From an optimization exercise on the open Yosys and OpenROAD flow, aimed at small area; shortcuts taken in it are not production practice.
At most, simulation tests tie the RTL to the original design; equivalence was not proved.
Only the layout flow was run in run 2; the RTL was not checked for function there.
No activity file was given, so power comes from the tool's default toggle rates.

### design/flow/constraint.sdc
create_clock -name core_clock -period 50.0 [get_ports {clk}]
set_input_delay 10.0000 -clock core_clock [delete_from_list [all_inputs] [get_ports {clk}]]
set_output_delay 10.0000 -clock core_clock [all_outputs]
set_load 0.01 [all_outputs]
### design/flow/run.sh
#!/bin/bash
# synth_recipe.tcl (not shown) runs the flow's synth.tcl, then flattens the netlist and writes it again
# the make line also repeats each setting of config.mk as NAME=value (left out here)
make -C /OpenROAD-flow-scripts/flow DESIGN_CONFIG=/design/flow/config.mk WORK_HOME=/design/flow/orfs CLKGATE_MAP_FILE= SYNTH_SCRIPT=/design/flow/synth_recipe.tcl finish
### design/flow/config.mk
export PLATFORM = sky130hd
export DESIGN_NAME = ClockTest
export DESIGN_NICKNAME = ClockTest
export VERILOG_FILES = /design/flow/design.v
export SDC_FILE = /design/flow/constraint.sdc
export NUM_CORES = 4
export LEC_CHECK = 0
export CAP_MARGIN = 20
export CORE_MARGIN = 2
export CORE_UTILIZATION = 40
export SLEW_MARGIN = 20
### design/flow/design.v
`timescale 1ns / 1ps
module button_debounce (
    input clk,        
    input rst,        
    input button_in,  
    output reg button_out  
);
    parameter integer DEBOUNCE_TIME = 200; 
    reg [19:0] counter;
    reg button_state;
    always @(posedge clk or posedge rst) begin
        if (rst) begin
            counter <= 0;
            button_state <= 0;
            button_out <= 0;
        end else begin
            if (button_in != button_state) begin
                counter <= counter + 1;
                if (counter >= DEBOUNCE_TIME) begin
                    button_state <= button_in;
                    button_out <= button_in;
                    counter <= 0;
                end
            end else begin
                counter <= 0;
            end
        end
    end
endmodule
`timescale 1ns / 1ps
module operatorremainder(
    input [35:0] n,
    output reg is_multiple
);
	parameter DIVISOR = 20000;
	reg [35:0] temp;
	reg [35:0] quotient;
	reg [35:0] remainder;
	integer i;
	always @(*) begin
        temp = n;
        quotient = 0;
        remainder = 0;
        for (i = 35; i >= 0; i = i - 1) begin
            quotient = (quotient << 1) | (temp[i] ? 1'b1 : 1'b0);
            if (quotient >= DIVISOR) begin
                quotient = quotient - DIVISOR;
                remainder = (remainder << 1) | 1'b1;
            end else begin
                remainder = (remainder << 1);
            end
        end
        is_multiple = (quotient == 0);
    end
endmodule
`timescale 1ns / 1ps
module ClockTest(
	input clk,
	input rst,
	input btn,
	output reg [6:0] seg,  
	output reg [3:0] an,
	output reg buttons_pressed, 
	output reg buttons_released 
);
	wire is_divisible;  
   reg [7:0] counter;  
   reg [35:0] cnt;	 
   wire buttons_out;
	reg buttons_out_prev;
   wire [6:0] segments [15:0];  
	reg [3:0] ones;  
   reg [3:0] tens;  
	reg [3:0] s_ones;  
	reg [3:0] s_tens;  
   reg [6:0] refresh_counter;  
   reg refresh_flag;	 
   reg [7:0] clk_display;  
      assign segments[0] = 7'b1000000;   
      assign segments[1] = 7'b1111001;   
      assign segments[2] = 7'b0100100;   
      assign segments[3] = 7'b0110000;   
      assign segments[4] = 7'b0011001;   
      assign segments[5] = 7'b0010010;   
      assign segments[6] = 7'b0000010;   
      assign segments[7] = 7'b1111000;   
      assign segments[8] = 7'b0000000;   
      assign segments[9] = 7'b0010000;   
      assign segments[10] = 7'b0001000;  
      assign segments[11] = 7'b0000011;  
      assign segments[12] = 7'b1000110;  
      assign segments[13] = 7'b0100001;  
      assign segments[14] = 7'b0000110;  
      assign segments[15] = 7'b0001110;  
   button_debounce debounce (
		.clk(clk),
		.rst(rst),
		.button_in(btn),
		.button_out(buttons_out)
   );
   operatorremainder remainder (
        .n(cnt),
        .is_multiple(is_divisible)
    );
   always @ (posedge clk or posedge rst) begin
      if (rst) begin  
         cnt <= 0;
         counter <= 0;
			ones <= 0;
			tens <= 0;
			s_ones <= 0;
			s_tens <= 0;
			clk_display <= 0;
			buttons_out_prev <= 0;
			buttons_pressed <= 0;
			buttons_released <= 0;
      end else begin
			if(cnt == 1_200_000 -1) begin 
				cnt <= 0;
				ones <= 0;
				tens <= 0;
				s_ones <= 0;
				s_tens <= 0;
				clk_display <= 0;
			end else begin
			if (is_divisible) begin 
				if(clk_display == 60) begin
					s_ones <= 0;
					s_tens <= 0;
				end else begin
					clk_display <= clk_display+1;
					if(s_ones == 9) begin
						s_ones <= 0;
						s_tens <= s_tens + 1;
					end else begin
						s_ones <= s_ones + 1;
					end
				end
			end
			buttons_out_prev <= buttons_out;
			buttons_pressed <= (buttons_out & ~buttons_out_prev);	  
			buttons_released <= (~buttons_out & buttons_out_prev);  
			if (buttons_pressed) begin
				if (ones == 9) begin
					ones <= 0;
					if (tens == 9) begin
						tens <= 0;
					end else begin
						tens <= tens + 1;
					end
				end else begin
				ones <= ones + 1;
				end
			end
			cnt <= cnt + 1;
         end   
      end
   end
	always @(posedge clk or posedge rst) begin
		if (rst) begin
			refresh_counter <= 0;
			refresh_flag <= 0;
		end else begin
		refresh_counter <= refresh_counter + 1;
		if (refresh_counter == 250) begin   
			refresh_counter <= 0;
			refresh_flag <= ~refresh_flag;
		end
		end
	end
	always @(posedge clk or posedge rst) begin
		if (rst) begin
			seg <= 7'b1111111;
			an <= 4'b1111;
		end else
		case (refresh_counter[6:5])
			2'b00: begin
				seg <= segments[ones];
				an <= 4'b1110; 
			end
			2'b01: begin
				seg <= segments[tens];
				an <= 4'b1101; 
			end
				2'b10: begin
				seg <= segments[s_ones];
				an <= 4'b1011; 
			end
				2'b11: begin
				seg <= segments[s_tens];
				an <= 4'b0111; 
			end
		endcase
end
endmodule
==> flow_summary.html, run 1 <==
<table>
<tr><th>Metric</th><th>Value</th></tr>
<tr><th colspan="2">Status</th></tr>
<tr><td>Status</td><td>no timing/DRC/antenna violations</td></tr>
<tr><th colspan="2">Clock network</th></tr>
<tr><td>Clock tree from TritonCTS</td><td>yes</td></tr>
<tr><td>Inserted Clock Buffers</td><td>9</td></tr>
<tr><td>Number of cells upsized or downsized after cts</td><td>0</td></tr>
<tr><td>Clock-pin transition on the worst setup and hold timing paths</td><td>roughly 80 ps</td></tr>
<tr><td>TritonCTS sink count</td><td>slightly above 100</td></tr>
<tr><td>Hold Buf Count CTS</td><td>0</td></tr>
<tr><td>CTS HTree Levels</td><td>3</td></tr>
<tr><td>Clk root buf</td><td>sky130_fd_sc_hd__clkbuf_16</td></tr>
<tr><td>Post-CTS Setup Bufs</td><td>0</td></tr>
<tr><td>Worst skew pair latency</td><td>370 ps</td></tr>
<tr><td>Maximum number of buffers from clock root to sink</td><td>2</td></tr>
<tr><th colspan="2">Die</th></tr>
<tr><td>Total number of placement rows</td><td>100</td></tr>
<tr><td>Core area</td><td>roughly 74,000 um^2</td></tr>
<tr><td>Vertical die dimension</td><td>around 280 um</td></tr>
<tr><td>Initial core utilization</td><td>between 40% and 50%</td></tr>
<tr><td>Width of the die</td><td>between 200 and 300 um</td></tr>
<tr><td>Total Die Area</td><td>between 70,000 and 80,000 um^2</td></tr>
<tr><td>Number of ports placed on the die boundary</td><td>16</td></tr>
<tr><th colspan="2">Setup path</th></tr>
<tr><td>Startpoint kind of the worst setup timing path</td><td>flip-flop</td></tr>
<tr><td>Data arrival time of the critical path</td><td>~45,000 ps</td></tr>
<tr><td>Slowest cell on crit path</td><td>sky130_fd_sc_hd__a2111oi_0</td></tr>
<tr><td>Peak fanout along the critical path</td><td>26</td></tr>
<tr><td>Data required time of the worst path</td><td>50,290 ps</td></tr>
<tr><td>Cell repeated most along the worst path</td><td>sky130_fd_sc_hd__xnor2_1</td></tr>
<tr><td>Critical Path End Type</td><td>flip-flop</td></tr>
<tr><td>Type of the setup path with the least slack</td><td>flip-flop to flip-flop</td></tr>
<tr><td>Maximum cell stage delay along the critical path</td><td>between 900 and 1000 ps</td></tr>
<tr><th colspan="2">Layout</th></tr>
<tr><td>Post-route cell area</td><td>between 30,000 and 40,000 um^2</td></tr>
<tr><td>Most frequent cells in the layout</td><td>sky130_fd_sc_hd__nand2_1, sky130_fd_sc_hd__nor2_1, sky130_fd_sc_hd__xnor2_1</td></tr>
<tr><td>NumNets Final</td><td>~4,100</td></tr>
<tr><td>Share of post-route cells with drive strength above 1</td><td>roughly 7.3%</td></tr>
<tr><td>Post-synthesis to final-layout area growth</td><td>2.99%</td></tr>
<tr><td>Commonest non-fill, non-tap cell in the layout</td><td>sky130_fd_sc_hd__nand2_1</td></tr>
<tr><td>Antenna diode count</td><td>0</td></tr>
<tr><td>Filler cells</td><td>between 7,000 and 8,000</td></tr>
<tr><th colspan="2">Synth</th></tr>
<tr><td>Number of different library cells in the post-synthesis netlist</td><td>~150</td></tr>
<tr><td>Proportion of synthesized flip-flops having asynchronous set or reset</td><td>100%</td></tr>
<tr><td>Share of the yosys chip area belonging to registers</td><td>roughly 8.5%</td></tr>
<tr><td>Share of Yosys cell area claimed by the top area cell type</td><td>8.99%</td></tr>
<tr><td>Predominant post-synthesis flop cell</td><td>sky130_fd_sc_hd__dfrtp_1</td></tr>
<tr><td>Post-synthesis register bit count</td><td>roughly 100</td></tr>
<tr><td>Number of standard cells after synthesis</td><td>about 4,300</td></tr>
<tr><td>Largest area contributor in the netlist</td><td>sky130_fd_sc_hd__xnor2_1</td></tr>
<tr><td>Synthesis Warnings</td><td>3</td></tr>
<tr><td>Number of enable flip-flop cells after synthesis</td><td>0</td></tr>
<tr><td>Post-synthesis instance area</td><td>between 30,000 and 40,000 um^2</td></tr>
<tr><td>Average footprint of a synthesized cell</td><td>~7.1 um^2</td></tr>
<tr><td>Leading post-synthesis cells by cell area</td><td>sky130_fd_sc_hd__xnor2_1, sky130_fd_sc_hd__dfrtp_1, sky130_fd_sc_hd__nand2_1, sky130_fd_sc_hd__nor2_1, sky130_fd_sc_hd__a21oi_1</td></tr>
<tr><th colspan="2">Job</th></tr>
<tr><td>Maximum capacitance violations</td><td>0</td></tr>
<tr><th colspan="2">Power</th></tr>
<tr><td>Worst supply voltage drop on vdd</td><td>0.0162 mV</td></tr>
<tr><td>Power per cell area</td><td>slightly below 7 nW/um^2</td></tr>
<tr><td>Cell leakage power</td><td>about 12 nW</td></tr>
<tr><th colspan="2">Global route</th></tr>
<tr><td>Largest net degree at the start of global routing</td><td>73</td></tr>
<tr><td>Global-route wire length before repair</td><td>approximately 170 mm</td></tr>
<tr><td>Initial antenna violation count</td><td>0</td></tr>
<tr><td>GRT Util Overall</td><td>around a quarter</td></tr>
<tr><td>Gr ovfl total</td><td>0</td></tr>
<tr><td>Vias in the first global route</td><td>around 30,000</td></tr>
<tr><th colspan="2">Place</th></tr>
<tr><td>Post-detailed-placement cell area</td><td>approximately 31,000 um^2</td></tr>
<tr><td>Last weighted congestion value of the routability-driven placer</td><td>roughly 0.97</td></tr>
<tr><td>Number of buffer cells added on primary ports</td><td>15</td></tr>
<tr><td>Placed wire-length estimate</td><td>~82 mm</td></tr>
<tr><th colspan="2">STA</th></tr>
<tr><td>Worst slew pin tran</td><td>around 1100 ps</td></tr>
<tr><td>Count of endpoints failing setup in the final report</td><td>0</td></tr>
<tr><td>Final Hold Vio Count</td><td>0</td></tr>
<tr><td>Worst Hold Slack</td><td>roughly 480 ps</td></tr>
<tr><td>Final number of max-transition violations</td><td>0</td></tr>
<tr><td>Max transition margin</td><td>27.2%</td></tr>
<tr><td>Final setup skew</td><td>approximately 12 ps</td></tr>
<tr><td>Part of the cycle the worst path needs</td><td>about nine tenths</td></tr>
<tr><td>Min Clock Period, post-route</td><td>approximately 45,000 ps</td></tr>
<tr><td>RSZ-0062 raised after global routing</td><td>false</td></tr>
<tr><td>Highest Clock Rate</td><td>22.3 MHz</td></tr>
<tr><td>Setup TNS</td><td>0 ps</td></tr>
<tr><th colspan="2">Route</th></tr>
<tr><td>Number of vias after detailed routing</td><td>approximately 34,000</td></tr>
<tr><td>Ratio of routed vias to standard cells</td><td>~6.7</td></tr>
<tr><td>Count of routing violations after the opening detailed-route iteration</td><td>between 3,000 and 4,000</td></tr>
<tr><td>Routed length per instance</td><td>just over 20 um</td></tr>
<tr><td>Remaining design rule violation count</td><td>0</td></tr>
<tr><td>Final ANT Viol Nets</td><td>0</td></tr>
<tr><td>Detailed Routing Iterations Pass 1</td><td>8</td></tr>
<tr><td>Drt total wl</td><td>105 mm</td></tr>
<tr><th colspan="2">Min path</th></tr>
<tr><td>Kind of path behind the tightest hold check</td><td>flip-flop to flip-flop</td></tr>
</table>
==> sequential cells by signal (all words and copies together), names as in the netlist <==
signal               count
cnt                     36
debounce.counter        20
clk_display              8
refresh_counter          7
seg                      7
an                       4
ones                     4
s_ones                   4
s_tens                   4
tens                     4
buttons_out_prev         1
buttons_pressed          1
buttons_released         1
debounce.button_out      1
==> metrics by stage <==
stage,power [mW],setup slack [ps],cells,utilization (%)
5_1_grt,0.222,2400,5079,41.7
4_1_cts,0.213,6140,5079,41.7
2_1_floorplan,0.125,14470,4280,-
6_report,0.210,5170,5079,41.7
3_5_place_dp,0.136,6210,5063,41.2
3_3_place_gp,0.135,6940,5063,41.2
==> critical path, delay by kind of cell (launching register included) <==
| kind | cells | cell delay (ps) |
|---|---|---|
| AND/OR/NAND/NOR | 40 | 17790 |
| multiplexers | 1 | 630 |
| flip-flops | 1 | 510 |
| AO/OA/AOI/OAI | 51 | 19250 |
| adder cells (fa/ha/maj) | 9 | 2670 |
| XOR/XNOR | 11 | 2780 |
| buffers and inverters | 5 | 980 |
==> synth_stat cells, types with 42 or more instances <==
| cell type | n |
|---|---|
| sky130_fd_sc_hd__a211oi_1 | 64 |
| sky130_fd_sc_hd__a21o_1 | 44 |
| sky130_fd_sc_hd__a21oi_1 | 228 |
| sky130_fd_sc_hd__a31oi_1 | 112 |
| sky130_fd_sc_hd__and2_1 | 60 |
| sky130_fd_sc_hd__and3_1 | 87 |
| sky130_fd_sc_hd__buf_2 | 67 |
| sky130_fd_sc_hd__clkbuf_1 | 120 |
| sky130_fd_sc_hd__dfrtp_1 | 91 |
| sky130_fd_sc_hd__inv_1 | 96 |
| sky130_fd_sc_hd__mux2i_1 | 93 |
| sky130_fd_sc_hd__nand2_1 | 389 |
| sky130_fd_sc_hd__nand2b_1 | 57 |
| sky130_fd_sc_hd__nand3_1 | 200 |
| sky130_fd_sc_hd__nand4_1 | 90 |
| sky130_fd_sc_hd__nor2_1 | 348 |
| sky130_fd_sc_hd__nor3_1 | 149 |
| sky130_fd_sc_hd__nor4_1 | 92 |
| sky130_fd_sc_hd__o211ai_1 | 54 |
| sky130_fd_sc_hd__o21ai_0 | 149 |
| sky130_fd_sc_hd__o21ai_1 | 60 |
| sky130_fd_sc_hd__o31ai_1 | 49 |
| sky130_fd_sc_hd__or3_1 | 42 |
| sky130_fd_sc_hd__or4_1 | 46 |
| sky130_fd_sc_hd__xnor2_1 | 309 |
| sky130_fd_sc_hd__xor2_1 | 111 |
==> power breakdown <==
group / internal [mW] / switching [mW] / total (mW)
clock network: 0.0361 / 0.0399 / 0.0760
logic: 0.0175 / 0.0176 / 0.0351
registers: 0.0889 / 0.00993 / 0.0988
==> cells by family after synthesis <==
kind of cell               Yosys count  synth area share, %
and+or+nand+nor                   1822                 32.5
DFF                                102                 8.52
buffers and inverters              349                 5.19
adders and majority gates           37                 1.53
other                                1               0.0125
xor gates and xnor gates           428                 12.7
muxes                              136                 4.76
AOI/OAI and AO/OA                 1394                 34.8
==> layer usage <==
metal  GRT usage, %  vias up  share of wire (%)
li1               -    16273                  -
met1           37.1    16140                 47
met2           41.5     1489                 45
met3           2.38      171                6.4
met4           5.09        0                1.9
met5              0        -                  0
==> worst paths after layout <==
kind | cells past startpoint | slack [ps] | to | startpoint
min reg2reg | 1 | 480 | refresh_counter[4] | refresh_counter[4]
min | 1 | 480 | refresh_counter[4] | refresh_counter[4]
min in group asynchronous | 2 | 10120 | cnt[14] | rst
max | 117 | 5170 | s_tens[3] | cnt[28]
max reg2reg | 117 | 5170 | s_tens[3] | cnt[28]
max in group asynchronous | 3 | 38620 | ones[0] | rst
==> layout make-up <==
type / instances / area (um^2) / share of cell area (%)
multi-input combinational: 3829 / 26100 / 84.0
sequential: 102 / 2570 / 8.27
tap: 969 / 1210 / 3.91
timing repair buffer: 55 / 450 / 1.45
inverter: 108 / 408 / 1.32
clock buffer: 9 / 225 / 0.726
clock inverter: 7 / 86.3 / 0.278
==> run 2: changes to the inputs <==
==> design/flow/design.v (replaced) <==
`timescale 1ns / 1ps
module button_debounce (
    input clk,
    input rst,
    input button_in,
    output reg button_out
);
    localparam [7:0] D0 = 8'd4;
    reg [7:0] counter;
    wire differ = button_in ^ button_out;
    wire full = ~|(counter & 8'hf5);
    always @(posedge clk or posedge rst) begin
        if (rst) begin
            counter <= D0;
            button_out <= 0;
        end else begin
            if (differ & full)
                button_out <= button_in;
            if (differ & ~full)
                counter <= {counter[6:0], counter[7] ^ counter[2]};
            else
                counter <= D0;
        end
    end
endmodule
`timescale 1ns / 1ps
module ClockTest(
	input clk,
	input rst,
	input btn,
	output [6:0] seg,
	output [3:0] an,
	output buttons_pressed,
	output buttons_released
);
	localparam [9:0] J0 = 10'd638;          
	reg [6:0] rl;
	reg [9:0] j;
	reg       tick;                         
	reg [3:0] s_ones;
	reg [2:0] s_tens;
	reg [3:0] ones;
	reg [3:0] tens;
	reg       prev;                         
	reg       pulse;                        
	reg [3:0] dg;                           
	wire btn_lvl;
	button_debounce debounce (
		.clk(clk),
		.rst(rst),
		.button_in(btn),
		.button_out(btn_lvl)
	);
	wire [6:0] rc = {rl[6] ^ (&rl[5:0]), rl[5] ^ (&rl[4:0]), rl[4] ^ (&rl[3:0]),
	                 rl[3] ^ (&rl[2:0]), rl[2] ^ (&rl[1:0]), rl[1] ^ rl[0], ~rl[0]};
	function [3:0] bcd_inc;
		input [3:0] d;
		bcd_inc = {(d[3] & ~d[0]) | (d[2] & d[1] & d[0]),
		           d[2] ^ (d[1] & d[0]),
		           d[1] ^ (d[0] & ~d[3]),
		           ~d[0]};
	endfunction
	wire j_last = (j & 10'b1100011111) == 10'b0100011101;
	wire sec_last = j_last & (rl[4:0] == 5'd30);
	wire min_last = sec_last & s_tens[2] & s_tens[1];
	assign buttons_pressed  = pulse & prev;
	assign buttons_released = pulse & ~prev;
	always @(posedge clk or posedge rst) begin
		if (rst) begin
			rl <= 7'h7f;
			j <= J0;
			tick <= 1'b1;
		end else begin
			rl <= rc;
			j <= {j[8:2], j[1] | j_last, j[0], j[9] ^ j[6]};
			tick <= sec_last;
		end
	end
	always @(posedge clk or posedge rst) begin
		if (rst) begin
			s_ones <= 0;
			s_tens <= 0;
			ones <= 0;
			tens <= 0;
			prev <= 0;
			pulse <= 0;
		end else if (min_last) begin
			s_ones <= 0;
			s_tens <= 0;
			ones <= 0;
			tens <= 0;
		end else begin
			if (tick) begin
				s_ones <= bcd_inc(s_ones);
				if (s_ones[3] & s_ones[0])
					s_tens <= {s_tens[2] ^ (s_tens[1] & s_tens[0]), s_tens[1] ^ s_tens[0], ~s_tens[0]};
			end
			if (buttons_pressed) begin
				ones <= bcd_inc(ones);
				if (ones[3] & ones[0])
					tens <= bcd_inc(tens);
			end
			prev <= btn_lvl;
			pulse <= btn_lvl ^ prev;
		end
	end
	always @(posedge clk or posedge rst) begin
		if (rst)
			dg <= 4'b1111;
		else
			case (rc[6:5])
				2'b00: dg <= ones;
				2'b01: dg <= tens;
				2'b10: dg <= s_ones;
				2'b11: dg <= {1'b0, s_tens};
			endcase
	end
	wire blank = dg[3] & dg[2];
	assign an = blank ? 4'b1111 : ~(4'b0001 << rl[6:5]);
	reg [6:0] pat;
	always @(*) begin
		case (dg)
			4'd0: pat = 7'b1000000;
			4'd1: pat = 7'b1111001;
			4'd2: pat = 7'b0100100;
			4'd3: pat = 7'b0110000;
			4'd4: pat = 7'b0011001;
			4'd5: pat = 7'b0010010;
			4'd6: pat = 7'b0000010;
			4'd7: pat = 7'b1111000;
			4'd8: pat = 7'b0000000;
			4'd9: pat = 7'b0010000;
			default: pat = 7'b1111111;
		endcase
	end
	assign seg = pat;
endmodule
==> run 2 against run 1 <==
  * Setup slack improved by 33000 ps
  * Cell count is 95% lower
  * Maximum frequency grew to 3.7 times the previous value
  * Power shrank 47%
  * Sequential share of layout area rose by 41 points
  * Clock skew down 3.6 ps
  * Non-clock buffer count is 39 lower
  * Critical path type is now flip-flop to output pin
  * Design area down 92%
  * Synthesized cell count shrank 96%
  * Utilization grew 6.7 points
  * Still clean
  * Area after synthesis is 93% lower
==> flow_summary.html, run 2 <==
<table>
<tr><th>Metric</th><th>Value</th></tr>
<tr><th colspan="2">Synth</th></tr>
<tr><td>Share of Yosys cell area claimed by the top area cell type</td><td>32.5% (+23 points)</td></tr>
<tr><td>Average footprint of a synthesized cell</td><td>11.8 um^2 (+67%)</td></tr>
<tr><td>Post-synthesis register bit count</td><td>48 (-53%)</td></tr>
<tr><td>Largest area contributor in the netlist</td><td>sky130_fd_sc_hd__dfrtp_1</td></tr>
<tr><td>Post-synthesis instance area</td><td>2160 um^2 (-93%)</td></tr>
<tr><td>Leading post-synthesis cells by cell area</td><td>sky130_fd_sc_hd__dfrtp_1, sky130_fd_sc_hd__dfstp_2, sky130_fd_sc_hd__ha_1, sky130_fd_sc_hd__nor2_1, sky130_fd_sc_hd__xor2_1</td></tr>
<tr><td>Most common cell in the synthesized netlist</td><td>sky130_fd_sc_hd__dfrtp_1</td></tr>
<tr><td>Number of different library cells in the post-synthesis netlist</td><td>33 (-78%)</td></tr>
<tr><td>Leading post-synthesis cells by instance count</td><td>sky130_fd_sc_hd__dfrtp_1, sky130_fd_sc_hd__nor2_1, sky130_fd_sc_hd__dfstp_2</td></tr>
<tr><td>Share of the yosys chip area belonging to registers</td><td>56.8% (+48 points)</td></tr>
<tr><td>Proportion of synthesized flip-flops having asynchronous set or reset</td><td>100% (unchanged)</td></tr>
<tr><td>Predominant post-synthesis flop cell</td><td>sky130_fd_sc_hd__dfrtp_1</td></tr>
<tr><td>Synthesis Warnings</td><td>2 (-1)</td></tr>
<tr><td>Number of enable flip-flop cells after synthesis</td><td>0 (unchanged)</td></tr>
<tr><td>Number of standard cells after synthesis</td><td>183 (-96%)</td></tr>
<tr><th colspan="2">Clock network</th></tr>
<tr><td>Clock tree from TritonCTS</td><td>yes</td></tr>
<tr><td>Post-CTS Setup Bufs</td><td>0 (unchanged)</td></tr>
<tr><td>Inserted Clock Buffers</td><td>5 (-4)</td></tr>
<tr><td>Hold Buf Count CTS</td><td>0 (unchanged)</td></tr>
<tr><td>Clk root buf</td><td>sky130_fd_sc_hd__clkbuf_8</td></tr>
<tr><td>Number of cells upsized or downsized after cts</td><td>0 (unchanged)</td></tr>
<tr><td>Worst skew pair latency</td><td>300 ps (-70 ps)</td></tr>
<tr><td>CTS HTree Levels</td><td>2 (-1)</td></tr>
<tr><td>TritonCTS sink count</td><td>48 (-53%)</td></tr>
<tr><td>Maximum number of buffers from clock root to sink</td><td>2 (unchanged)</td></tr>
<tr><td>Clock-pin transition on the worst setup and hold timing paths</td><td>90 ps (about the same)</td></tr>
<tr><th colspan="2">Setup path</th></tr>
<tr><td>Data arrival time of the critical path</td><td>2220 ps (-42,900 ps)</td></tr>
<tr><td>Startpoint kind of the worst setup timing path</td><td>flip-flop</td></tr>
<tr><td>Type of the setup path with the least slack</td><td>flip-flop to output pin</td></tr>
<tr><td>Crit Reg-Reg Startpoint</td><td>rl[1]</td></tr>
<tr><td>Peak fanout along the critical path</td><td>6 (-77%)</td></tr>
<tr><td>Data required time of the worst path</td><td>40,000 ps (-10,290 ps)</td></tr>
<tr><td>CP startpoint</td><td>dg[1]</td></tr>
<tr><td>Critical Path End Type</td><td>output pin</td></tr>
<tr><th colspan="2">Power</th></tr>
<tr><td>Comb pwr share</td><td>29.0% (+12 points)</td></tr>
<tr><td>Sw Pwr</td><td>35.0 uW (-48%)</td></tr>
<tr><td>Reg power frac</td><td>47.5% (+0.4 points)</td></tr>
<tr><td>Worst supply voltage drop on vdd</td><td>0.0296 mV (+82%)</td></tr>
<tr><td>Cell internal power dissipation</td><td>76.8 uW (-46%)</td></tr>
<tr><td>Power per cell area</td><td>45.0 nW/um^2 (+560%)</td></tr>
<tr><td>Switching Fraction</td><td>31.3% (-0.83 points)</td></tr>
<tr><td>Cell leakage power</td><td>1.14 nW (-91%)</td></tr>
<tr><td>Power share of the clock group</td><td>23.5% (-13 points)</td></tr>
<tr><th colspan="2">STA</th></tr>
<tr><td>Part of the cycle the worst path needs</td><td>24.4% (-65 points)</td></tr>
<tr><td>Final number of max-transition violations</td><td>0 (unchanged)</td></tr>
<tr><td>Highest Clock Rate</td><td>81.8 MHz (+270%)</td></tr>
<tr><td>RSZ-0062 raised after global routing</td><td>false</td></tr>
<tr><td>Min Clock Period, post-route</td><td>12,220 ps (-32,610 ps)</td></tr>
<tr><td>Worst slew pin tran</td><td>612 ps (-472 ps)</td></tr>
<tr><td>Max transition margin</td><td>59.2% (+32 points)</td></tr>
<tr><td>Final setup skew</td><td>8.04 ps (-3.63 ps)</td></tr>
<tr><td>Setup TNS</td><td>0 ps (unchanged)</td></tr>
<tr><td>Final Hold Vio Count</td><td>0 (unchanged)</td></tr>
<tr><td>Count of endpoints failing setup in the final report</td><td>0 (unchanged)</td></tr>
<tr><th colspan="2">Layout</th></tr>
<tr><td>Share of the core filled with cells in the final layout</td><td>48.3% (+6.7 points)</td></tr>
<tr><td>Most frequent cells in the layout</td><td>sky130_fd_sc_hd__dfrtp_1, sky130_fd_sc_hd__nor2_1, sky130_fd_sc_hd__dfstp_2</td></tr>
<tr><td>Filler cells</td><td>482 (-94%)</td></tr>
<tr><td>Commonest non-fill, non-tap cell in the layout</td><td>sky130_fd_sc_hd__dfrtp_1</td></tr>
<tr><td>Largest register FFs</td><td>10 (-72%)</td></tr>
<tr><td>Multi-input combinational cell area</td><td>871 um^2 (-97%)</td></tr>
<tr><td>Biggest regs</td><td>j x10, debounce.counter x8, rl x7</td></tr>
<tr><td>Sequential cell area in the final layout</td><td>1230 um^2 (-52%)</td></tr>
<tr><td>Post-synthesis to final-layout area growth</td><td>15.2%</td></tr>
<tr><td>Antenna diode count</td><td>0 (unchanged)</td></tr>
<tr><td>Most flop-heavy register</td><td>j</td></tr>
<tr><td>NumNets Final</td><td>214 (-95%)</td></tr>
<tr><td>Share of post-route cells with drive strength above 1</td><td>19.3% (+12 points)</td></tr>
<tr><th colspan="2">Route</th></tr>
<tr><td>Number of vias after detailed routing</td><td>1,338 (-96%)</td></tr>
<tr><td>Met1 Routed Length</td><td>1.63 mm (-97%)</td></tr>
<tr><td>Final ANT Viol Nets</td><td>0 (unchanged)</td></tr>
<tr><td>Detailed Routing Iterations Pass 1</td><td>4 (-4)</td></tr>
<tr><td>Ratio of routed vias to standard cells</td><td>4.92 (-27%)</td></tr>
<tr><td>Drt total wl</td><td>3.49 mm (-97%)</td></tr>
<tr><td>Count of routing violations after the opening detailed-route iteration</td><td>69 (-98%)</td></tr>
<tr><td>Detailed route wirelength on metal2</td><td>1.72 mm (-96%)</td></tr>
<tr><td>Routed length per instance</td><td>12.8 um (-38%)</td></tr>
<tr><td>Max Used Layer</td><td>met4</td></tr>
<tr><td>Remaining design rule violation count</td><td>0 (unchanged)</td></tr>
<tr><td>Routed wire length on met3</td><td>82 um (-99%)</td></tr>
<tr><th colspan="2">Global route</th></tr>
<tr><td>Gr ovfl total</td><td>0 (unchanged)</td></tr>
<tr><td>Global-route wire length before repair</td><td>6.27 mm (-96%)</td></tr>
<tr><td>Largest net degree at the start of global routing</td><td>49 (-33%)</td></tr>
<tr><td>Vias in the first global route</td><td>1,389 (-95%)</td></tr>
<tr><td>Initial antenna violation count</td><td>0 (unchanged)</td></tr>
<tr><td>GRT Util Overall</td><td>13.0% (-13 points)</td></tr>
<tr><th colspan="2">Die</th></tr>
<tr><td>Initial core utilization</td><td>42.0% (+1.5 points)</td></tr>
<tr><td>Vertical die dimension</td><td>77.4 um (-72%)</td></tr>
<tr><td>Width of the die</td><td>77.4 um (-72%)</td></tr>
<tr><td>Core area</td><td>5140 um^2 (-93%)</td></tr>
<tr><td>Number of ports placed on the die boundary</td><td>16 (unchanged)</td></tr>
<tr><td>Total Die Area</td><td>6000 um^2 (-92%)</td></tr>
<tr><td>Total number of placement rows</td><td>26 (-74%)</td></tr>
<tr><th colspan="2">Place</th></tr>
<tr><td>Placed wire-length estimate</td><td>2.57 mm (-97%)</td></tr>
<tr><td>Last weighted congestion value of the routability-driven placer</td><td>0.835 (-13%)</td></tr>
<tr><td>Number of buffer cells added on primary ports</td><td>15 (unchanged)</td></tr>
<tr><th colspan="2">Min path</th></tr>
<tr><td>Kind of path behind the tightest hold check</td><td>flip-flop to flip-flop</td></tr>
<tr><td>Startpoint of the most critical hold path</td><td>j[5]</td></tr>
<tr><th colspan="2">Status</th></tr>
<tr><td>Status</td><td>no timing/DRC/antenna violations</td></tr>
<tr><th colspan="2">Job</th></tr>
<tr><td>Maximum capacitance violations</td><td>0 (unchanged)</td></tr>
</table>
[run 2: cell types whose count changed after synthesis, moves of 89 or more]
cell,before,now
sky130_fd_sc_hd__xnor2_1,309,7
sky130_fd_sc_hd__nor4_1,92,0
sky130_fd_sc_hd__mux2i_1,93,4
sky130_fd_sc_hd__nor2_1,348,23
sky130_fd_sc_hd__clkbuf_1,120,3
sky130_fd_sc_hd__nand2_1,389,12
sky130_fd_sc_hd__nor3_1,149,0
sky130_fd_sc_hd__o21ai_0,149,3
sky130_fd_sc_hd__a31oi_1,112,4
sky130_fd_sc_hd__nand3_1,200,8
sky130_fd_sc_hd__xor2_1,111,8
sky130_fd_sc_hd__a21oi_1,228,9
[run 2: logic make-up after synthesis]
kind of cell | after synthesis | share of synthesized area (%)
DFF | 48 | 56.8
buffers and inverters | 14 | 2.78
muxes | 10 | 6.55
AOI/OAI and AO/OA | 17 | 4.29
and+or+nand+nor | 67 | 16.1
xor gates and xnor gates | 17 | 7.60
adders and majority gates | 10 | 5.80
[run 2: worst max-delay path, cell delays in order (launching register included)]
cell and delay (ps):
sky130_fd_sc_hd__dfstp_2 560, sky130_fd_sc_hd__inv_1 110, sky130_fd_sc_hd__ha_1 190, sky130_fd_sc_hd__or2_2 260
sky130_fd_sc_hd__a21oi_1 220, sky130_fd_sc_hd__a31oi_1 90, sky130_fd_sc_hd__clkdlybuf4s50_1 500
[run 2: routing by layer]
layer	up-vias	GRT usage (%)
met1	664	16.9
met3	6	3.14
li1	648	-
met5	-	0
met4	0	4.29
met2	20	21.5
[run 2: cell type report]
type / instances / share of cell area [%]
inverter: 9 / 1.36
multi-input combinational: 121 / 35.0
clock inverter: 2 / 0.604
tap: 70 / 3.52
timing repair buffer: 16 / 6.34
clock buffer: 6 / 3.78
sequential: 48 / 49.3
[run 2: power by group through the flow]
stage / clock network, mW / registers, mW / logic (mW)
3_3_place_gp: 0 / 0.0531 / 0.0308
5_1_grt: 0.0290 / 0.0543 / 0.0363
3_5_place_dp: 0 / 0.0538 / 0.0329
2_1_floorplan: 0 / 0.0516 / 0.0214
6_report: 0.0262 / 0.0531 / 0.0325
4_1_cts: 0.0271 / 0.0532 / 0.0331
[run 2: final timing paths]
kind / end / slack, ps / cells after the start
min reg2reg: j[6] / 360 / 0
max in group asynchronous: dg[0] / 39460 / 3
min in group asynchronous: j[8] / 10130 / 3
max: seg[3] / 37780 / 6
max reg2reg: pulse / 47960 / 5
min: j[6] / 360 / 0
[run 2: stage by stage]
stage          area, um^2  hold WS, ps  worst slack (ps)  power (mW)  instances
2_1_floorplan        2160          331             38690      0.0731        183
3_3_place_gp         2380          335             38230      0.0839        264
3_5_place_dp         2380          346             38110      0.0867        264
4_1_cts              2480          361             37780       0.113        272
5_1_grt              2480          366             37670       0.120        272
6_report             2480          362             37780       0.112        272
==> run 3: changes to the inputs <==
--- a/design/flow/design.v
+++ b/design/flow/design.v
@@ -35,6 +35,7 @@
 );
-	localparam [9:0] J0 = 10'd638;          
+	localparam [9:0] J624 = 10'd317;        
 	reg [6:0] rl;
 	reg [9:0] j;
-	reg       tick;                         
+	reg       tick_d;                       
+	reg       press_d;                      
 	reg [3:0] s_ones;
@@ -45,3 +46,2 @@
 	reg       pulse;                        
-	reg [3:0] dg;                           
 	wire btn_lvl;
@@ -55,2 +55,11 @@
 	                 rl[3] ^ (&rl[2:0]), rl[2] ^ (&rl[1:0]), rl[1] ^ rl[0], ~rl[0]};
+	wire j_624 = (j & 10'b1100011111) == 10'b0100011101;
+	wire j_623 = (j & 10'b0110111111) == 10'b0010011110;
+	wire sec_first = j_624 & (&rl[4:0]);
+	wire sec_last = j_623 & (rl[4:0] == 5'd30);
+	wire sec60 = s_tens[2] & s_tens[1];
+	wire min_last = sec_last & sec60;
+	wire min_last_d = sec_first & sec60;
+	assign buttons_pressed  = pulse & prev;
+	assign buttons_released = pulse & ~prev;
 	function [3:0] bcd_inc;
@@ -62,7 +71,2 @@
 	endfunction
-	wire j_last = (j & 10'b1100011111) == 10'b0100011101;
-	wire sec_last = j_last & (rl[4:0] == 5'd30);
-	wire min_last = sec_last & s_tens[2] & s_tens[1];
-	assign buttons_pressed  = pulse & prev;
-	assign buttons_released = pulse & ~prev;
 	always @(posedge clk or posedge rst) begin
@@ -70,8 +74,10 @@
 			rl <= 7'h7f;
-			j <= J0;
-			tick <= 1'b1;
+			j <= J624;
+			tick_d <= 1'b0;
+			press_d <= 1'b0;
 		end else begin
 			rl <= rc;
-			j <= {j[8:2], j[1] | j_last, j[0], j[9] ^ j[6]};
-			tick <= sec_last;
+			j <= {j[8:2], j[1] | j_624, j[0], j[9] ^ j[6]};
+			tick_d <= sec_first;
+			press_d <= buttons_pressed;
 		end
@@ -81,8 +87,6 @@
 			s_ones <= 0;
-			s_tens <= 0;
+			s_tens <= 3'd7;
 			ones <= 0;
 			tens <= 0;
-			prev <= 0;
-			pulse <= 0;
-		end else if (min_last) begin
+		end else if (min_last_d) begin
 			s_ones <= 0;
@@ -92,3 +96,3 @@
 		end else begin
-			if (tick) begin
+			if (tick_d) begin
 				s_ones <= bcd_inc(s_ones);
@@ -97,3 +101,3 @@
 			end
-			if (buttons_pressed) begin
+			if (press_d) begin
 				ones <= bcd_inc(ones);
@@ -102,2 +106,9 @@
 			end
+		end
+	end
+	always @(posedge clk or posedge rst) begin
+		if (rst) begin
+			prev <= 0;
+			pulse <= 0;
+		end else if (!min_last) begin
 			prev <= btn_lvl;
@@ -106,15 +117,13 @@
 	end
-	always @(posedge clk or posedge rst) begin
-		if (rst)
-			dg <= 4'b1111;
-		else
-			case (rc[6:5])
-				2'b00: dg <= ones;
-				2'b01: dg <= tens;
-				2'b10: dg <= s_ones;
-				2'b11: dg <= {1'b0, s_tens};
-			endcase
+	reg [3:0] dg;
+	always @(*) begin
+		case (rl[6:5])
+			2'b00: dg = ones;
+			2'b01: dg = tens;
+			2'b10: dg = s_ones;
+			2'b11: dg = {&s_tens, s_tens};
+		endcase
 	end
-	wire blank = dg[3] & dg[2];
-	assign an = blank ? 4'b1111 : ~(4'b0001 << rl[6:5]);
+	wire blank = &s_tens;
+	assign an = {~(rl[6] & rl[5] & ~blank), ~(rl[6] & ~rl[5]), ~(~rl[6] & rl[5]), ~(~rl[6] & ~rl[5])};
 	reg [6:0] pat;
==> run 3 against run 2 <==
  * Highest routed layer unchanged
  * Critical path type unchanged
  * Cell count down 3.3%
  * Setup slack worse by 530 ps
  * Clock skew shrank 1.7 ps
==> flow_summary.html, run 3 <==
<table>
<tr><th>Metric</th><th>Value</th></tr>
<tr><th colspan="2">Status</th></tr>
<tr><td>Status</td><td>no timing/DRC/antenna violations</td></tr>
<tr><th colspan="2">Route</th></tr>
<tr><td>Count of routing violations after the opening detailed-route iteration</td><td>55 (-20%)</td></tr>
<tr><td>Routed length per instance</td><td>13.7 um (+6.9%)</td></tr>
<tr><td>Ratio of routed vias to standard cells</td><td>4.89 (-0.60%)</td></tr>
<tr><td>Drt total wl</td><td>3.61 mm (+3.4%)</td></tr>
<tr><td>Final ANT Viol Nets</td><td>0 (unchanged)</td></tr>
<tr><td>Detailed Routing Iterations Pass 1</td><td>4 (unchanged)</td></tr>
<tr><td>Remaining design rule violation count</td><td>0 (unchanged)</td></tr>
<tr><td>Number of vias after detailed routing</td><td>1,286 (-3.9%)</td></tr>
<tr><th colspan="2">Layout</th></tr>
<tr><td>Commonest non-fill, non-tap cell in the layout</td><td>sky130_fd_sc_hd__dfrtp_1</td></tr>
<tr><td>Share of the core filled with cells in the final layout</td><td>47.7% (-0.61 points)</td></tr>
<tr><td>Most flop-heavy register</td><td>j</td></tr>
<tr><td>Share of post-route cells with drive strength above 1</td><td>18.7% (-0.65 points)</td></tr>
<tr><td>Antenna diode count</td><td>0 (unchanged)</td></tr>
<tr><td>Biggest regs</td><td>j x10, debounce.counter x8, rl x7</td></tr>
<tr><td>Most frequent cells in the layout</td><td>sky130_fd_sc_hd__dfrtp_1, sky130_fd_sc_hd__dfstp_2, sky130_fd_sc_hd__clkdlybuf4s50_1</td></tr>
<tr><td>NumNets Final</td><td>204 (-4.7%)</td></tr>
<tr><td>Post-synthesis to final-layout area growth</td><td>16.3%</td></tr>
<tr><td>Largest register FFs</td><td>10 (unchanged)</td></tr>
<tr><th colspan="2">STA</th></tr>
<tr><td>Min Clock Period, post-route</td><td>12,750 ps (+535 ps)</td></tr>
<tr><td>Part of the cycle the worst path needs</td><td>25.5% (+1.1 points)</td></tr>
<tr><td>Setup TNS</td><td>0 ps (unchanged)</td></tr>
<tr><td>Highest Clock Rate</td><td>78.4 MHz (-4.2%)</td></tr>
<tr><td>RSZ-0062 raised after global routing</td><td>false</td></tr>
<tr><td>Count of endpoints failing setup in the final report</td><td>0 (unchanged)</td></tr>
<tr><td>Final Worst Setup Slack</td><td>37,250 ps (-535 ps)</td></tr>
<tr><td>Final number of max-transition violations</td><td>0 (unchanged)</td></tr>
<tr><td>Final setup skew</td><td>6.31 ps (-1.74 ps)</td></tr>
<tr><td>Final Hold Vio Count</td><td>0 (unchanged)</td></tr>
<tr><td>Worst slew pin tran</td><td>768 ps (+156 ps)</td></tr>
<tr><td>Max transition margin</td><td>48.4% (-11 points)</td></tr>
<tr><td>Worst Hold Slack</td><td>368 ps (+6.49 ps)</td></tr>
<tr><th colspan="2">Setup path</th></tr>
<tr><td>CP top delay family</td><td>simple AND/OR/NAND/NOR gates</td></tr>
<tr><td>Crit Reg-Reg Endpoint</td><td>s_ones[1]</td></tr>
<tr><td>Peak fanout along the critical path</td><td>10 (+4)</td></tr>
<tr><td>Crit Reg-Reg Startpoint</td><td>rl[0]</td></tr>
<tr><td>Reg2reg path depth</td><td>6 (+1)</td></tr>
<tr><td>Maximum cell stage delay along the critical path</td><td>650 ps (+90 ps)</td></tr>
<tr><td>Register-to-register setup slack</td><td>47,850 ps (-110 ps)</td></tr>
<tr><td>WP buf/inv</td><td>1 (-1)</td></tr>
<tr><td>Data arrival time of the critical path</td><td>2750 ps (+530 ps)</td></tr>
<tr><td>Data required time of the worst path</td><td>40,000 ps (about the same)</td></tr>
<tr><td>Startpoint kind of the worst setup timing path</td><td>flip-flop</td></tr>
<tr><td>Slowest cell on crit path</td><td>sky130_fd_sc_hd__dfstp_2</td></tr>
<tr><td>CP Cell Sequence</td><td>mux4_2 -&gt; or4b_4 -&gt; nand3_1 -&gt; clkdlybuf4s50_1</td></tr>
<tr><td>Critical Path End Type</td><td>output pin</td></tr>
<tr><td>Type of the setup path with the least slack</td><td>flip-flop to output pin</td></tr>
<tr><th colspan="2">Synth</th></tr>
<tr><td>Number of enable flip-flop cells after synthesis</td><td>0 (unchanged)</td></tr>
<tr><td>Post-synthesis register bit count</td><td>45 (-6.3%)</td></tr>
<tr><td>Leading post-synthesis cells by cell area</td><td>sky130_fd_sc_hd__dfrtp_1, sky130_fd_sc_hd__dfstp_2, sky130_fd_sc_hd__ha_1, sky130_fd_sc_hd__xor2_1, sky130_fd_sc_hd__mux4_2</td></tr>
<tr><td>Number of different library cells in the post-synthesis netlist</td><td>35 (+6.1%)</td></tr>
<tr><td>Share of the yosys chip area belonging to registers</td><td>55.1% (-1.7 points)</td></tr>
<tr><td>Synthesis Warnings</td><td>2 (unchanged)</td></tr>
<tr><td>Average footprint of a synthesized cell</td><td>11.8 um^2 (+0.36%)</td></tr>
<tr><td>Proportion of synthesized flip-flops having asynchronous set or reset</td><td>100% (unchanged)</td></tr>
<tr><td>Post-synthesis instance area</td><td>2080 um^2 (-3.5%)</td></tr>
<tr><td>Largest area contributor in the netlist</td><td>sky130_fd_sc_hd__dfrtp_1</td></tr>
<tr><td>Most common cell in the synthesized netlist</td><td>sky130_fd_sc_hd__dfrtp_1</td></tr>
<tr><td>Number of standard cells after synthesis</td><td>176 (-3.8%)</td></tr>
<tr><td>Share of Yosys cell area claimed by the top area cell type</td><td>33.7% (+1.2 points)</td></tr>
<tr><td>Predominant post-synthesis flop cell</td><td>sky130_fd_sc_hd__dfrtp_1</td></tr>
<tr><td>Leading post-synthesis cells by instance count</td><td>sky130_fd_sc_hd__dfrtp_1, sky130_fd_sc_hd__dfstp_2, sky130_fd_sc_hd__nor2_1</td></tr>
<tr><th colspan="2">Min path</th></tr>
<tr><td>Kind of path behind the tightest hold check</td><td>flip-flop to flip-flop</td></tr>
<tr><td>Startpoint of the most critical hold path</td><td>j[4]</td></tr>
<tr><td>Worst hold stages</td><td>0 (unchanged)</td></tr>
<tr><td>WHS Endpoint</td><td>j[5]</td></tr>
<tr><th colspan="2">Clock network</th></tr>
<tr><td>Clock tree from TritonCTS</td><td>yes</td></tr>
<tr><td>Clock-pin transition on the worst setup and hold timing paths</td><td>80 ps (about the same)</td></tr>
<tr><td>Hold Buf Count CTS</td><td>0 (unchanged)</td></tr>
<tr><td>Number of cells upsized or downsized after cts</td><td>0 (unchanged)</td></tr>
<tr><td>Inserted Clock Buffers</td><td>5 (unchanged)</td></tr>
<tr><td>Worst skew pair latency</td><td>290 ps (about the same)</td></tr>
<tr><td>Post-CTS Setup Bufs</td><td>0 (unchanged)</td></tr>
<tr><td>Maximum number of buffers from clock root to sink</td><td>2 (unchanged)</td></tr>
<tr><td>TritonCTS sink count</td><td>45 (-6.3%)</td></tr>
<tr><td>CTS HTree Levels</td><td>2 (unchanged)</td></tr>
<tr><td>Clk root buf</td><td>sky130_fd_sc_hd__clkbuf_8</td></tr>
<tr><th colspan="2">Die</th></tr>
<tr><td>Total Die Area</td><td>5800 um^2 (-3.3%)</td></tr>
<tr><td>Width of the die</td><td>76.1 um (-1.7%)</td></tr>
<tr><td>Initial core utilization</td><td>41.0% (-0.94 points)</td></tr>
<tr><td>Total number of placement rows</td><td>26 (unchanged)</td></tr>
<tr><td>Core area</td><td>5070 um^2 (-1.3%)</td></tr>
<tr><td>Vertical die dimension</td><td>76.1 um (-1.7%)</td></tr>
<tr><td>Number of ports placed on the die boundary</td><td>16 (unchanged)</td></tr>
<tr><th colspan="2">Global route</th></tr>
<tr><td>GR Util met3</td><td>3.55% (+0.41 points)</td></tr>
<tr><td>Met2 track utilization from global routing</td><td>22.3% (+0.84 points)</td></tr>
<tr><td>Global-route wire length before repair</td><td>6.24 mm (-0.34%)</td></tr>
<tr><td>Global-route met1 utilization</td><td>17.9% (+0.97 points)</td></tr>
<tr><td>Initial antenna violation count</td><td>0 (unchanged)</td></tr>
<tr><td>Largest net degree at the start of global routing</td><td>46 (-6.1%)</td></tr>
<tr><td>GRT Util Overall</td><td>13.6% (+0.63 points)</td></tr>
<tr><td>Gr ovfl total</td><td>0 (unchanged)</td></tr>
<tr><td>Vias in the first global route</td><td>1,276 (-8.1%)</td></tr>
<tr><td>Most heavily used metal layer in global routing</td><td>met2</td></tr>
<tr><th colspan="2">Place</th></tr>
<tr><td>Placed wire-length estimate</td><td>2.65 mm (+3.3%)</td></tr>
<tr><td>Number of buffer cells added on primary ports</td><td>15 (unchanged)</td></tr>
<tr><td>Worst-case setup slack after placement</td><td>37,560 ps (-550 ps)</td></tr>
<tr><td>Last weighted congestion value of the routability-driven placer</td><td>0.790 (-5.4%)</td></tr>
<tr><th colspan="2">Power</th></tr>
<tr><td>Cell leakage power</td><td>1.07 nW (-5.8%)</td></tr>
<tr><td>Power per cell area</td><td>45.6 nW/um^2 (+1.4%)</td></tr>
<tr><td>Worst supply voltage drop on vdd</td><td>0.0263 mV (-11%)</td></tr>
<tr><th colspan="2">Job</th></tr>
<tr><td>Maximum capacitance violations</td><td>0 (unchanged)</td></tr>
</table>
==> run 3: worst reg2reg max path, stage by stage (launching register included) <==
cell and delay (ps):
sky130_fd_sc_hd__dfstp_2 540, sky130_fd_sc_hd__ha_1 150, sky130_fd_sc_hd__and3_1 170, sky130_fd_sc_hd__ha_1 190, sky130_fd_sc_hd__inv_1 100, sky130_fd_sc_hd__nor4_4 720, sky130_fd_sc_hd__nor2_1 130
==> run 3: layout make-up <==
class / count / area (um^2)
inverters: 10 / 37.5
clock buffers: 7 / 86.3
clock inverters: 1 / 30.0
flip-flops and latches: 45 / 1150
repair buffers: 16 / 158
multi-input cells: 114 / 876
fillers: 483 / 2650
well taps: 70 / 87.6
==> run 3: metrics by stage <==
step	instances	power, mW	instance area (um^2)
after floorplan	176	0.0706	2080
after global placement	255	0.0814	2300
after detailed placement	255	0.0838	2310
after CTS	263	0.112	2420
after global routing	263	0.118	2420
final	263	0.111	2420
==> run 3: routing by layer <==
metal / vias to the layer above / part of all wire, %
li1: 630 / -
met3: 6 / 3.5
met5: - / 0
met4: 0 / 1.3
met1: 626 / 46
met2: 24 / 49
==> run 3: worst max path at each step <==
stage | start | to | slack, ps | cells after the start
global route | rl[5] | seg[3] | 37150 | 4
detailed placement | rl[5] | seg[3] | 37560 | 4
CTS | rl[5] | seg[3] | 37230 | 4
global placement | rl[5] | seg[3] | 37610 | 4
floorplan | rl[5] | seg[1] | 38120 | 5
finish | rl[5] | seg[3] | 37250 | 4
==> run 3: logic make-up (layout without fill, tap and decap cells) <==
| kind of cell | Yosys count | count (layout) | share of synthesized area, % |
|---|---|---|---|
| multiplexers | 12 | 12 | 8.59 |
| buffers and inverters | 17 | 34 | 3.55 |
| AO/OA/AOI/OAI | 14 | 14 | 3.85 |
| flip-flops | 45 | 45 | 55.1 |
| adder cells (fa/ha/maj) | 9 | 9 | 5.41 |
| XOR/XNOR | 15 | 15 | 6.31 |
| AND/OR/NAND/NOR | 64 | 64 | 17.2 |
==> run 3: power breakdown <==
| group | switching (mW) | leakage, nW | internal (mW) | total, mW |
|---|---|---|---|---|
| logic | 0.0148 | 0.470 | 0.0180 | 0.0328 |
| registers | 0.00679 | 0.546 | 0.0432 | 0.0500 |
| clock network | 0.0115 | 0.0585 | 0.0163 | 0.0277 |
==> run 4: changes to the inputs <==
==> design/flow/flow/run.sh (new file) <==
#!/bin/bash
# The standard layout (the standard.sh, which runs the standard synthesis
# unchanged), with two changes to how the layout is built:
#  - port buffers are the smallest buffer cell, buf_1, instead of the flow's
#    default pick (every input and output port still gets its own buffer);
#  - clock tree synthesis inserts no dummy loads.
set -euo pipefail
export BUFFER_PORTS_ARGS="-buffer_cell sky130_fd_sc_hd__buf_1"
export CTS_ARGS="-sink_clustering_enable -repair_clock_nets -dont_use_dummy_load"
bash standard.sh finish > orfs_make.log 2>&1
==> design/flow/standard.sh (new file) <==
#!/bin/bash
# synth_recipe.tcl (not shown) runs the flow's synth.tcl, then flattens the netlist and writes it again
# the make line also repeats each setting of config.mk as NAME=value (left out here)
make -C /OpenROAD-flow-scripts/flow DESIGN_CONFIG=/design/flow/config.mk WORK_HOME=/design/flow/orfs CLKGATE_MAP_FILE= SYNTH_SCRIPT=/design/flow/synth_recipe.tcl "${@:-finish}"
removed: design/flow/run.sh
==> run 4 against run 3 <==
  * Hold slack got worse by 0.90 ps
  * Power shrank 13%
  * Routed wire length decreased by 5.3%
  * Setup slack gained 390 ps
  * First-iteration DRC count down 29%
  * Largest cell class unchanged
==> flow_summary.html, run 4 <==
<table>
<tr><th>Metric</th><th>Value</th></tr>
<tr><th colspan="2">Status</th></tr>
<tr><td>Status</td><td>no timing/DRC/antenna violations</td></tr>
<tr><th colspan="2">STA</th></tr>
<tr><td>RSZ-0062 raised after global routing</td><td>false</td></tr>
<tr><td>Highest Clock Rate</td><td>80.9 MHz (+3.2%)</td></tr>
<tr><td>Final setup skew</td><td>15.9 ps (+9.58 ps)</td></tr>
<tr><td>Final number of max-transition violations</td><td>0 (unchanged)</td></tr>
<tr><td>Worst Hold Slack</td><td>367 ps (-0.896 ps)</td></tr>
<tr><td>Count of endpoints failing setup in the final report</td><td>0 (unchanged)</td></tr>
<tr><td>Setup TNS</td><td>0 ps (unchanged)</td></tr>
<tr><td>Min Clock Period, post-route</td><td>12,360 ps (-394 ps)</td></tr>
<tr><td>Worst slew pin tran</td><td>533 ps (-235 ps)</td></tr>
<tr><td>Part of the cycle the worst path needs</td><td>24.7% (-0.79 points)</td></tr>
<tr><td>Max transition margin</td><td>64.5% (+16 points)</td></tr>
<tr><td>Final Hold Vio Count</td><td>0 (unchanged)</td></tr>
<tr><th colspan="2">Synth</th></tr>
<tr><td>Predominant post-synthesis flop cell</td><td>sky130_fd_sc_hd__dfrtp_1</td></tr>
<tr><td>Average footprint of a synthesized cell</td><td>11.8 um^2 (unchanged)</td></tr>
<tr><td>Number of different library cells in the post-synthesis netlist</td><td>35 (unchanged)</td></tr>
<tr><td>Leading post-synthesis cells by cell area</td><td>sky130_fd_sc_hd__dfrtp_1, sky130_fd_sc_hd__dfstp_2, sky130_fd_sc_hd__ha_1, sky130_fd_sc_hd__xor2_1, sky130_fd_sc_hd__mux4_2</td></tr>
<tr><td>Share of the yosys chip area belonging to registers</td><td>55.1% (unchanged)</td></tr>
<tr><td>Share of Yosys cell area claimed by the top area cell type</td><td>33.7% (unchanged)</td></tr>
<tr><td>Post-synthesis instance area</td><td>2080 um^2 (unchanged)</td></tr>
<tr><td>Most common cell in the synthesized netlist</td><td>sky130_fd_sc_hd__dfrtp_1</td></tr>
<tr><td>Synthesis Warnings</td><td>2 (unchanged)</td></tr>
<tr><td>Number of enable flip-flop cells after synthesis</td><td>0 (unchanged)</td></tr>
<tr><td>Number of standard cells after synthesis</td><td>176 (unchanged)</td></tr>
<tr><td>Largest area contributor in the netlist</td><td>sky130_fd_sc_hd__dfrtp_1</td></tr>
<tr><td>Leading post-synthesis cells by instance count</td><td>sky130_fd_sc_hd__dfrtp_1, sky130_fd_sc_hd__dfstp_2, sky130_fd_sc_hd__nor2_1</td></tr>
<tr><td>Proportion of synthesized flip-flops having asynchronous set or reset</td><td>100% (unchanged)</td></tr>
<tr><td>Post-synthesis register bit count</td><td>45 (unchanged)</td></tr>
<tr><th colspan="2">Setup path</th></tr>
<tr><td>Startpoint kind of the worst setup timing path</td><td>flip-flop</td></tr>
<tr><td>Type of the setup path with the least slack</td><td>flip-flop to output pin</td></tr>
<tr><td>Critical Path End Type</td><td>output pin</td></tr>
<tr><td>Setup crit end</td><td>seg[0]</td></tr>
<tr><td>CP startpoint</td><td>rl[5]</td></tr>
<tr><td>Crit Reg-Reg Startpoint</td><td>rl[0]</td></tr>
<tr><td>Peak fanout along the critical path</td><td>10 (unchanged)</td></tr>
<tr><td>Crit Reg-Reg Endpoint</td><td>tens[2]</td></tr>
<tr><td>Register-to-register setup slack</td><td>48,170 ps (+320 ps)</td></tr>
<tr><td>Data required time of the worst path</td><td>40,000 ps (about the same)</td></tr>
<tr><td>Data arrival time of the critical path</td><td>2360 ps (-390 ps)</td></tr>
<tr><td>Reg2reg path depth</td><td>7 (+1)</td></tr>
<tr><th colspan="2">Global route</th></tr>
<tr><td>Most heavily used metal layer in global routing</td><td>met2</td></tr>
<tr><td>Global-route wire length before repair</td><td>5.98 mm (-4.3%)</td></tr>
<tr><td>Vias in the first global route</td><td>1,269 (-0.55%)</td></tr>
<tr><td>Met2 track utilization from global routing</td><td>21.4% (-0.89 points)</td></tr>
<tr><td>GRT Util Overall</td><td>13.1% (-0.50 points)</td></tr>
<tr><td>Largest net degree at the start of global routing</td><td>46 (unchanged)</td></tr>
<tr><td>Initial antenna violation count</td><td>0 (unchanged)</td></tr>
<tr><td>GR Util met3</td><td>3.67% (+0.12 points)</td></tr>
<tr><td>Global-route met1 utilization</td><td>16.8% (-1.1 points)</td></tr>
<tr><td>Gr ovfl total</td><td>0 (unchanged)</td></tr>
<tr><th colspan="2">Power</th></tr>
<tr><td>Cell leakage power</td><td>1.00 nW (-6.9%)</td></tr>
<tr><td>Power per cell area</td><td>42.3 nW/um^2 (-7.2%)</td></tr>
<tr><td>Worst supply voltage drop on vdd</td><td>0.0215 mV (-18%)</td></tr>
<tr><td>Overall power</td><td>96.5 uW (-13%)</td></tr>
<tr><th colspan="2">Die</th></tr>
<tr><td>Core area</td><td>5070 um^2 (unchanged)</td></tr>
<tr><td>Total number of placement rows</td><td>26 (unchanged)</td></tr>
<tr><td>Number of ports placed on the die boundary</td><td>16 (unchanged)</td></tr>
<tr><td>Total Die Area</td><td>5800 um^2 (unchanged)</td></tr>
<tr><td>Initial core utilization</td><td>41.0% (unchanged)</td></tr>
<tr><td>Vertical die dimension</td><td>76.1 um (unchanged)</td></tr>
<tr><td>Width of the die</td><td>76.1 um (unchanged)</td></tr>
<tr><th colspan="2">Layout</th></tr>
<tr><td>Most flop-heavy register</td><td>j</td></tr>
<tr><td>NumNets Final</td><td>205 (+0.49%)</td></tr>
<tr><td>Post-synthesis to final-layout area growth</td><td>9.50%</td></tr>
<tr><td>Final cell count without fillers</td><td>261 (-0.76%)</td></tr>
<tr><td>Filler cells</td><td>503 (+4.1%)</td></tr>
<tr><td>Largest register FFs</td><td>10 (unchanged)</td></tr>
<tr><td>Biggest regs</td><td>j x10, debounce.counter x8, rl x7</td></tr>
<tr><td>Antenna diode count</td><td>0 (unchanged)</td></tr>
<tr><td>Share of post-route cells with drive strength above 1</td><td>18.3% (-0.33 points)</td></tr>
<tr><td>Most frequent cells in the layout</td><td>sky130_fd_sc_hd__dfrtp_1, sky130_fd_sc_hd__dfstp_2, sky130_fd_sc_hd__buf_1</td></tr>
<tr><td>Commonest non-fill, non-tap cell in the layout</td><td>sky130_fd_sc_hd__dfrtp_1</td></tr>
<tr><th colspan="2">Min path</th></tr>
<tr><td>Kind of path behind the tightest hold check</td><td>flip-flop to flip-flop</td></tr>
<tr><th colspan="2">Route</th></tr>
<tr><td>Ratio of routed vias to standard cells</td><td>4.95 (+1.2%)</td></tr>
<tr><td>Count of routing violations after the opening detailed-route iteration</td><td>39 (-29%)</td></tr>
<tr><td>Routed length per instance</td><td>13.1 um (-4.6%)</td></tr>
<tr><td>Detailed Routing Iterations Pass 1</td><td>4 (unchanged)</td></tr>
<tr><td>Number of vias after detailed routing</td><td>1,291 (+0.39%)</td></tr>
<tr><td>Remaining design rule violation count</td><td>0 (unchanged)</td></tr>
<tr><td>Drt total wl</td><td>3.42 mm (-5.3%)</td></tr>
<tr><td>Final ANT Viol Nets</td><td>0 (unchanged)</td></tr>
<tr><th colspan="2">Clock network</th></tr>
<tr><td>Number of cells upsized or downsized after cts</td><td>0 (unchanged)</td></tr>
<tr><td>Clock tree from TritonCTS</td><td>yes</td></tr>
<tr><td>Worst skew pair latency</td><td>290 ps (about the same)</td></tr>
<tr><td>Maximum number of buffers from clock root to sink</td><td>2 (unchanged)</td></tr>
<tr><td>Clock-pin transition on the worst setup and hold timing paths</td><td>80 ps (about the same)</td></tr>
<tr><td>Post-CTS Setup Bufs</td><td>0 (unchanged)</td></tr>
<tr><td>Clk root buf</td><td>sky130_fd_sc_hd__clkbuf_8</td></tr>
<tr><td>CTS HTree Levels</td><td>2 (unchanged)</td></tr>
<tr><td>TritonCTS sink count</td><td>45 (unchanged)</td></tr>
<tr><td>Hold Buf Count CTS</td><td>0 (unchanged)</td></tr>
<tr><td>Inserted Clock Buffers</td><td>5 (unchanged)</td></tr>
<tr><th colspan="2">Place</th></tr>
<tr><td>Last weighted congestion value of the routability-driven placer</td><td>0.753 (-4.7%)</td></tr>
<tr><td>Placed wire-length estimate</td><td>2.55 mm (-3.8%)</td></tr>
<tr><td>Placed Cells incl. Taps</td><td>256 (+0.39%)</td></tr>
<tr><td>Number of buffer cells added on primary ports</td><td>15 (unchanged)</td></tr>
<tr><th colspan="2">Job</th></tr>
<tr><td>Maximum capacitance violations</td><td>0 (unchanged)</td></tr>
</table>
## run 4: final cells by class
cell class | count | area, um^2 | share of cell area, %
Tap cell | 70 | 87.6 | 3.84
Inverter | 10 | 37.5 | 1.65
Timing Repair Buffer | 17 | 71.3 | 3.13
Multi-Input combinational cell | 114 | 867 | 38.0
Sequential cell | 45 | 1150 | 50.3
Clock buffer | 5 | 68.8 | 3.02
## run 4: worst min-delay path by stage
stage,slack [ps],startpoint,endpoint,depth (start not counted)
global placement,360,j[3],j[4],0
detailed placement,360,j[2],j[3],0
finish,370,j[2],j[3],0
floorplan,350,j[4],j[5],0
global route,370,j[2],j[3],0
CTS,370,j[2],j[3],0
## run 4: metrics by stage
stage | area [um^2] | setup WS, ps | utilization, %
after global placement | 2210 | 37990 | 43.6
after floorplan | 2080 | 38120 | -
after CTS | 2280 | 37620 | 44.9
after global routing | 2280 | 37520 | 44.9
final | 2280 | 37640 | 44.9
after detailed placement | 2210 | 37960 | 43.6
## run 4: power breakdown
part	switching, mW	internal, mW	leakage (nW)
Clock	0.0103	0.00900	0.0359
Sequential	0.00663	0.0433	0.546
Combinational	0.0142	0.0131	0.419
## run 4: metal layers
layer	wire length [um]	share of wire, %	up-vias
li1	-	-	626
met1	1580	46	631
met2	1650	48	28
met3	139	4.1	6
met4	55	1.6	0
met5	0	0	-
## run 4: logic make-up (layout without fill, tap and decap cells)
| family | count (synthesis) | count (layout) | synth area share [%] |
|---|---|---|---|
| buf+inv | 17 | 32 | 3.55 |
| compound gates | 14 | 14 | 3.85 |
| simple gates | 64 | 64 | 17.2 |
| flops | 45 | 45 | 55.1 |
| fa+ha+maj | 9 | 9 | 5.41 |
| mux | 12 | 12 | 8.59 |
| xor+xnor | 15 | 15 | 6.31 |
## run 4: critical path, cell delays in order (launching register included)
cell and delay (ps):
sky130_fd_sc_hd__dfstp_2 650, sky130_fd_sc_hd__mux4_2 610, sky130_fd_sc_hd__or4b_4 570, sky130_fd_sc_hd__nand3_1 80, sky130_fd_sc_hd__buf_1 150

[what the ideal ports hide]
The flow's constraints put no driver on any port. The routed layouts listed below were extracted and timed again, unchanged, in two steps. Step 1, drivers: a clkbuf_16 drives clk and a buf_2 each remaining input, both assumed. Step 2 moves the port delays by t, midway between the first and last clock arrival at a register: inputs arrive t later, outputs are due t later. That takes back most of the time a late clock gives input paths. Slacks: ideal / step 1 / step 2; pairs: ideal / step 1.
| run | shift t [ns] | slack for setup (ns) | hold slack, ns | slew at the worst register clock pin (ns) | cell pins on the clock port's net |
|---|---|---|---|---|---|
| run 1 | 0.417 | 5.169 / 5.169 / 5.169 | 0.477 / 0.477 / 0.477 | 0.09 / 0.09 | 1 |
| run 2 | 0.319 | 37.780 / 37.758 / 38.077 | 0.362 / 0.362 / 0.362 | 0.09 / 0.09 | 1 |
| run 3 | 0.312 | 37.245 / 37.222 / 37.534 | 0.368 / 0.368 / 0.368 | 0.08 / 0.08 | 1 |
| run 4 | 0.310 | 37.640 / 37.614 / 37.924 | 0.367 / 0.367 / 0.367 | 0.08 / 0.08 | 1 |
After both steps every run listed still meets setup and hold.
